From an optimization exercise on the open Yosys and OpenROAD flow, aimed at small area; shortcuts taken in it are not production practice.
The RTL was checked by simulation tests, not by an equivalence proof against the original design.
No driver is modelled on the clock port, so clock power and skew are understated where the tree is cut down; a real chip needs a root buffer or a tree.
Power and IR drop assume default switching activity.

== run 1 ==
## UART_FIFO_Top
module UART_FIFO_Top #(
    parameter DATA_WIDTH = 8,
    parameter FIFO_DEPTH = 16,
    parameter ADDR_WIDTH = 4
)(
    input clk,
    input rst,
    input en,
    input push_in,
    input pop_in,
    input [DATA_WIDTH-1:0] din,
    input [3:0] threshold,
    output [DATA_WIDTH-1:0] dout,
    output empty,
    output full,
    output overrun,
    output underrun,
    output thr_trigger
);
reg [DATA_WIDTH-1:0] mem [0:FIFO_DEPTH-1];    
reg [ADDR_WIDTH-1:0] cnt;                     
reg empty_t, full_t, overrun_t, underrun_t, thr_t;
wire push_in_n, pop_in_n, push, pop;
fifo_inv  u_pshn (.a(push_in), .y(push_in_n));
fifo_inv  u_popn (.a(pop_in),  .y(pop_in_n));
fifo_nor2 u_push (.a(push_in_n), .b(full_t),  .y(push));
fifo_nor2 u_pop  (.a(pop_in_n),  .b(empty_t), .y(pop));
always @(posedge clk) begin
    if (push) begin
        mem[0] <= din;
        for (int i = 1; i < FIFO_DEPTH; i++)
            mem[i] <= mem[i-1];
    end
end
wire [ADDR_WIDTH-1:0] cnt_n;
wire [FIFO_DEPTH-1:0] hit;
genvar g;
generate
  ...
export LEC_CHECK = 0
export CAP_MARGIN = 20
export CORE_MARGIN = 2
export CORE_UTILIZATION = 40
export SLEW_MARGIN = 20
export SYNTH_HIERARCHICAL = 1
create_clock -name core_clock -period 5.0 [get_ports {clk}]
standard.sh (not shown) runs the stock make flow with config.mk's settings and CLKGATE_MAP_FILE= SYNTH_SCRIPT=/design/flow/synth_recipe.tcl, a recipe that flattens the netlist after the stock synthesis.
==> flow/flow/run.sh <==
#!/bin/bash
# The standard ORFS layout (the standard.sh), with three changes:
#  - the smallest buffer (buf_1) on each input and output port instead of
#    buffer_ports' default choice;
#  - after the floorplan, flow/downsize.tcl sets every combinational cell to
#    the smallest drive strength of its kind (placement's repair_design then
#    fixes any slew or capacitance this breaks);
#  - the clock tree is built by flow/cts_hook.tcl (a root clkbuf_8 feeding
#    CTS_NLEAF clkbuf_4 leaves over k-means clusters of the flip-flops)
#    instead of TritonCTS; the rest of ORFS's CTS step runs unchanged.
set -euo pipefail
export CTS_NLEAF=16
export CTS_LEAF_BUF=sky130_fd_sc_hd__clkinv_2
export CTS_ROOT_BUF=sky130_fd_sc_hd__clkinv_2
export CTS_NROOT=4
bash standard.sh \
  "BUFFER_PORTS_ARGS=-buffer_cell sky130_fd_sc_hd__buf_1" \
  "POST_FLOORPLAN_TCL=$(pwd)/flow/downsize.tcl" \
  "PRE_CTS_TCL=$(pwd)/flow/cts_hook.tcl" \
  finish > standard.log 2>&1
==> flow/flow/cts_hook.tcl <==
# Clock tree built here in place of TritonCTS. The flip-flops are split into
# CTS_NLEAF clusters of about equal size by k-means on their placed
# positions, each driven by one leaf cell (CTS_LEAF_BUF) at its centre. The
# leaves are split by x into CTS_NROOT groups, each driven by one root cell
# (CTS_ROOT_BUF) at the centre of its leaves; the root cells are the only
# cells the clock port feeds. With inverters for both, every flip-flop sees
# the clock through exactly two inversions. ORFS's cts.tcl then legalizes
# and repairs timing as usual.
rename clock_tree_synthesis my_orig_clock_tree_synthesis
proc clock_tree_synthesis {args} {
  set nleaf [expr {[info exists ::env(CTS_NLEAF)] ? $::env(CTS_NLEAF) : 12}]
  set leaf_master_name [expr {[info exists ::env(CTS_LEAF_BUF)] ? $::env(CTS_LEAF_BUF) : "sky130_fd_sc_hd__clkbuf_4"}]
  set root_master_name [expr {[info exists ::env(CTS_ROOT_BUF)] ? $::env(CTS_ROOT_BUF) : "sky130_fd_sc_hd__clkbuf_8"}]
  set db [ord::get_db]
  set block [ord::get_db_block]
  set leaf_master [$db findMaster $leaf_master_name]
  set root_master [$db findMaster $root_master_name]
  set clk_net [$block findNet clk]
  # sinks: every instance pin on the clock net
  set sinks {}
  foreach it [$clk_net getITerms] {
    set inst [$it getInst]
    set bb [$inst getBBox]
    set x [expr {([$bb xMin] + [$bb xMax]) / 2.0}]
    set y [expr {([$bb yMin] + [$bb yMax]) / 2.0}]
    lappend sinks [list $it $x $y]
  }
  set n [llength $sinks]
  puts "custom CTS: $n sinks, $nleaf leaves"
  # k-means with a size cap: seed centres along a sorted order, then iterate
  set sorted [lsort -real -index 1 $sinks]
  set cx {}; set cy {}
  for {set k 0} {$k < $nleaf} {incr k} {
    set s [lindex $sorted [expr {int(($k + 0.5) * $n / $nleaf)}]]
    lappend cx [lindex $s 1]; lappend cy [lindex $s 2]
  }
  set cap [expr {int(ceil(double($n) / $nleaf))}]
  for {set iter 0} {$iter < 30} {incr iter} {
    # capacitated assignment: greedily by distance over all sink-centre pairs
    set pairs {}
    for {set i 0} {$i < $n} {incr i} {
      set s [lindex $sinks $i]
      for {set k 0} {$k < $nleaf} {incr k} {
        set d [expr {abs([lindex $s 1] - [lindex $cx $k]) + abs([lindex $s 2] - [lindex $cy $k])}]
        lappend pairs [list $d $i $k]
      }
    }
    set pairs [lsort -real -index 0 $pairs]
    set assign [lrepeat $n -1]
    set count [lrepeat $nleaf 0]
    set left $n
    foreach p $pairs {
      lassign $p d i k
      if {[lindex $assign $i] >= 0} continue
      if {[lindex $count $k] >= $cap} continue
      lset assign $i $k
      lset count $k [expr {[lindex $count $k] + 1}]
      incr left -1
      if {$left == 0} break
    }
    set sx [lrepeat $nleaf 0.0]; set sy [lrepeat $nleaf 0.0]
    for {set i 0} {$i < $n} {incr i} {
      set k [lindex $assign $i]
      set s [lindex $sinks $i]
      lset sx $k [expr {[lindex $sx $k] + [lindex $s 1]}]
      lset sy $k [expr {[lindex $sy $k] + [lindex $s 2]}]
    }
    for {set k 0} {$k < $nleaf} {incr k} {
      set c [lindex $count $k]
      if {$c > 0} {
        lset cx $k [expr {[lindex $sx $k] / $c}]
        lset cy $k [expr {[lindex $sy $k] / $c}]
      }
    }
  }
  puts "custom CTS: cluster sizes $count"
  proc my_pin {inst dir} {
    foreach it [$inst getITerms] {
      if {$dir eq "INPUT" && [$it isInputSignal]} { return $it }
      if {$dir eq "OUTPUT" && [$it isOutputSignal]} { return $it }
    }
    error "no $dir pin on [$inst getName]"
  }
  # leaves, split into nroot groups of about equal size by x; each group has
  # its own root buffer at the centre of its leaves, fed by the clock port
  set nroot [expr {[info exists ::env(CTS_NROOT)] ? $::env(CTS_NROOT) : 1}]
  set order {}
  for {set k 0} {$k < $nleaf} {incr k} { lappend order [list $k [lindex $cx $k]] }
  set order [lsort -real -index 1 $order]
  set leaf_nets {}
  for {set k 0} {$k < $nleaf} {incr k} { lappend leaf_nets {} }
  set roots {}
  for {set r 0} {$r < $nroot} {incr r} {
    set lo [expr {$r * $nleaf / $nroot}]
    set hi [expr {($r + 1) * $nleaf / $nroot}]
    set rx 0.0; set ry 0.0
    for {set j $lo} {$j < $hi} {incr j} {
      set k [lindex [lindex $order $j] 0]
      set rx [expr {$rx + [lindex $cx $k]}]; set ry [expr {$ry + [lindex $cy $k]}]
    }
    set rx [expr {int($rx / ($hi - $lo))}]; set ry [expr {int($ry / ($hi - $lo))}]
    set root [odb::dbInst_create $block $root_master clkbuf_root_$r]
    $root setLocation $rx $ry
    $root setPlacementStatus PLACED
    set root_net [odb::dbNet_create $block clknet_root_$r]
    $root_net setSigType CLOCK
    [my_pin $root OUTPUT] connect $root_net
    lappend roots $root
    for {set j $lo} {$j < $hi} {incr j} {
      set k [lindex [lindex $order $j] 0]
      set b [odb::dbInst_create $block $leaf_master clkbuf_leaf_$k]
      $b setLocation [expr {int([lindex $cx $k])}] [expr {int([lindex $cy $k])}]
      $b setPlacementStatus PLACED
      set ln [odb::dbNet_create $block clknet_leaf_$k]
      $ln setSigType CLOCK
      [my_pin $b INPUT] connect $root_net
      [my_pin $b OUTPUT] connect $ln
      lset leaf_nets $k $ln
    }
  }
  for {set i 0} {$i < $n} {incr i} {
    set it [lindex [lindex $sinks $i] 0]
    $it disconnect
    $it connect [lindex $leaf_nets [lindex $assign $i]]
  }
  foreach root $roots { [my_pin $root INPUT] connect $clk_net }
  $clk_net setSigType CLOCK
  puts "custom CTS: done"
}
Other scripts of this flow, unchanged in this note and not shown: flow/flow/downsize.tcl
--- input diff run 1..run 2 ---
--- a/flow/flow/run.sh
+++ b/flow/flow/run.sh
@@ -13,4 +13,4 @@
 export CTS_LEAF_BUF=sky130_fd_sc_hd__clkinv_2
-export CTS_ROOT_BUF=sky130_fd_sc_hd__clkinv_2
-export CTS_NROOT=4
+export CTS_ROOT_BUF=sky130_fd_sc_hd__clkinv_4
+export CTS_NROOT=2
 bash standard.sh \
Results
In terms of fraction of power consumed by combinational cells, run 1 and run 2 differ only marginally. Run 2 against run 1: routed wire length down 46 um, post-route clock skew down 0.0078 ns, area of all placed cells without fillers flat, number of inserted diodes flat, total routing usage reported by global routing flat. Run 2 and run 1 ended up with roughly the same power in combinational cells. The total power divided by cell area was comparable across run 1 and run 2. Per the comparison of run 2 with run 1, slew at the pin closest to its max-slew limit went up 0.023 ns, part of the cycle the worst path needs +0.46 points, sequential cell count closely matched the old numbers.
Edits applied to the flow inputs when going from run 2 to run 3:
Settings: changing SLEW_MARGIN from 20 to 0; changing CAP_MARGIN from 20 to 0.
--- a/flow/flow/run.sh
+++ b/flow/flow/run.sh
@@ -7,5 +7,6 @@
 #    fixes any slew or capacitance this breaks);
-#  - the clock tree is built by flow/cts_hook.tcl (a root clkbuf_8 feeding
-#    CTS_NLEAF clkbuf_4 leaves over k-means clusters of the flip-flops)
-#    instead of TritonCTS; the rest of ORFS's CTS step runs unchanged.
+#  - the clock tree is built by flow/cts_hook.tcl instead of TritonCTS: the
+#    clock port feeds two clkinv_4 roots, each feeding eight clkinv_2 leaves
+#    over k-means clusters of the flip-flops (two inversions to every
+#    flip-flop); the rest of ORFS's CTS step runs unchanged.
 set -euo pipefail
@@ -15,2 +16,3 @@
 export CTS_NROOT=2
+export CTS_CAP_SLACK=1
 bash standard.sh \
--- a/flow/flow/cts_hook.tcl
+++ b/flow/flow/cts_hook.tcl
@@ -36,3 +36,4 @@
   }
-  set cap [expr {int(ceil(double($n) / $nleaf))}]
+  set capx [expr {[info exists ::env(CTS_CAP_SLACK)] ? $::env(CTS_CAP_SLACK) : 0}]
+  set cap [expr {int(ceil(double($n) / $nleaf)) + $capx}]
   for {set iter 0} {$iter < 30} {incr iter} {
==> comparison <==
In the flow results for run 3 and run 2, the total length of routed met2 wires is smaller on run 2.
The endpoint arrival time on the critical path of run 3 and that of run 2 are within noise of each other.
The total power consumption of the routed design was comparable across run 3 and run 2.
The final reports for run 3 and run 2 show clock skew lower in the former.
Run 3: total length of routed wires is 0.48% lower than what run 2 reported.
Run 3 ended up with dout[6] as its capture point of the worst path; run 2 ended up with dout[2].
Run 2 -> run 3: global-route usage flat
On final period utilization, run 3 tracks run 2 almost exactly.
The following lists how run 4 was set up differently from run 3:
Settings: a change of CAP_MARGIN from 0 to 20; a change of SLEW_MARGIN from 0 to 20.
--- a/flow/flow/run.sh
+++ b/flow/flow/run.sh
@@ -7,6 +7,5 @@
 #    fixes any slew or capacitance this breaks);
-#  - the clock tree is built by flow/cts_hook.tcl instead of TritonCTS: the
-#    clock port feeds two clkinv_4 roots, each feeding eight clkinv_2 leaves
-#    over k-means clusters of the flip-flops (two inversions to every
-#    flip-flop); the rest of ORFS's CTS step runs unchanged.
+#  - the clock tree is built by flow/cts_hook.tcl (a root clkbuf_8 feeding
+#    CTS_NLEAF clkbuf_4 leaves over k-means clusters of the flip-flops)
+#    instead of TritonCTS; the rest of ORFS's CTS step runs unchanged.
 set -euo pipefail
Notes after the runs:
- Diff run 4..run 3 | number of iterations in the first detailed-routing pass | unchanged
- Per the comparison of run 4 with run 3, total power shows no meaningful change; area of all placed cells without fillers shows no meaningful change.
- Re share of synthesized flip-flops with an asynchronous set or reset: no difference whatsoever between run 4 and run 3.
- Diff run 3..run 4 | clock skew | unchanged
Input-level comparison between run 5 and run 4:
--- a/flow/flow/run.sh
+++ b/flow/flow/run.sh
@@ -11,3 +11,3 @@
 set -euo pipefail
-export CTS_NLEAF=16
+export CTS_NLEAF=17
 export CTS_LEAF_BUF=sky130_fd_sc_hd__clkinv_2
@@ -15,3 +15,2 @@
 export CTS_NROOT=2
-export CTS_CAP_SLACK=1
 bash standard.sh \
Results
- Run 5 against run 4: register share of the cell area closely matched the old numbers; overall power of the completed layout closely matched the old numbers; peak ir drop on the vdd network increased by 15% relative to the old numbers; critical path depth closely matched the old numbers.
- From run 4 to run 5 the numbers moved as follows: maximum cell stage delay along the critical path shrank by 0.04 ns, via count of the first global-routing pass shrank by 16, setup slack after placement held steady.
Here is what was changed in the inputs of run 6 compared with run 5.
--- a/flow/flow/run.sh
+++ b/flow/flow/run.sh
@@ -7,7 +7,8 @@
 #    fixes any slew or capacitance this breaks);
-#  - the clock tree is built by flow/cts_hook.tcl (a root clkbuf_8 feeding
-#    CTS_NLEAF clkbuf_4 leaves over k-means clusters of the flip-flops)
-#    instead of TritonCTS; the rest of ORFS's CTS step runs unchanged.
+#  - the clock tree is built by flow/cts_hook.tcl instead of TritonCTS: the
+#    clock port feeds two clkinv_4 roots, each feeding eight clkinv_2 leaves
+#    over k-means clusters of the flip-flops (two inversions to every
+#    flip-flop); the rest of ORFS's CTS step runs unchanged.
 set -euo pipefail
-export CTS_NLEAF=17
+export CTS_NLEAF=16
 export CTS_LEAF_BUF=sky130_fd_sc_hd__clkinv_2
@@ -15,2 +16,3 @@
 export CTS_NROOT=2
+export CTS_CAP_SLACK=1
 bash standard.sh \
==> run notes <==
- Between run 6 and run 5, shortest period the worst path allows is higher for run 6, run 5 comes in under that.
- Minimum hold slack in run 6 is 0.017 ns above run 5.
- Compared with run 5, run 6 has less setup slack.
- The first-iteration DRC count of run 6 was inferior to that of run 5.
- Run 6 ended up with a lower worst-case headroom to the max-slew limit than run 5 did.
- The total internal power on run 5 is in line with that on run 6.
- Fraction of the cycle the final worst path needs was higher in run 6 than in run 5.
No run of this note takes its clock network from TritonCTS; it comes from the design's own scripts or RTL.

==> afterwards: timing with drivers on the ports <==
How much do the figures lean on ideal ports? The routed layouts below were timed once more, with nothing changed but the port constraints.
Step 1 (the two cells are an assumption about what drives the block):
set clk [get_ports {clk}]
set_driving_cell -lib_cell sky130_fd_sc_hd__clkbuf_16 $clk
set_driving_cell -lib_cell sky130_fd_sc_hd__buf_2 [delete_from_list [all_inputs] $clk]
Step 2 also shifts input and output timing later by t, the mid clock arrival at the registers, as if the neighbouring blocks saw the same clock.
Slacks: no drivers / after step 1 / after step 2; pairs: no drivers / after step 1.
run | t, ns | slack for setup (ns) | cell pins on the clock port's net
run 1 | 0.307 | 1.669 / 1.604 / 1.912 | 4
run 2 | 0.298 | 1.646 / 1.590 / 1.888 | 2
run 3 | 0.290 | 1.641 / 1.583 / 1.873 | 2
run 4 | 0.290 | 1.641 / 1.583 / 1.873 | 2
run 5 | 0.297 | 1.666 / 1.608 / 1.905 | 2
run 6 | 0.290 | 1.641 / 1.583 / 1.873 | 2
After both steps setup and hold are still met in every run listed.
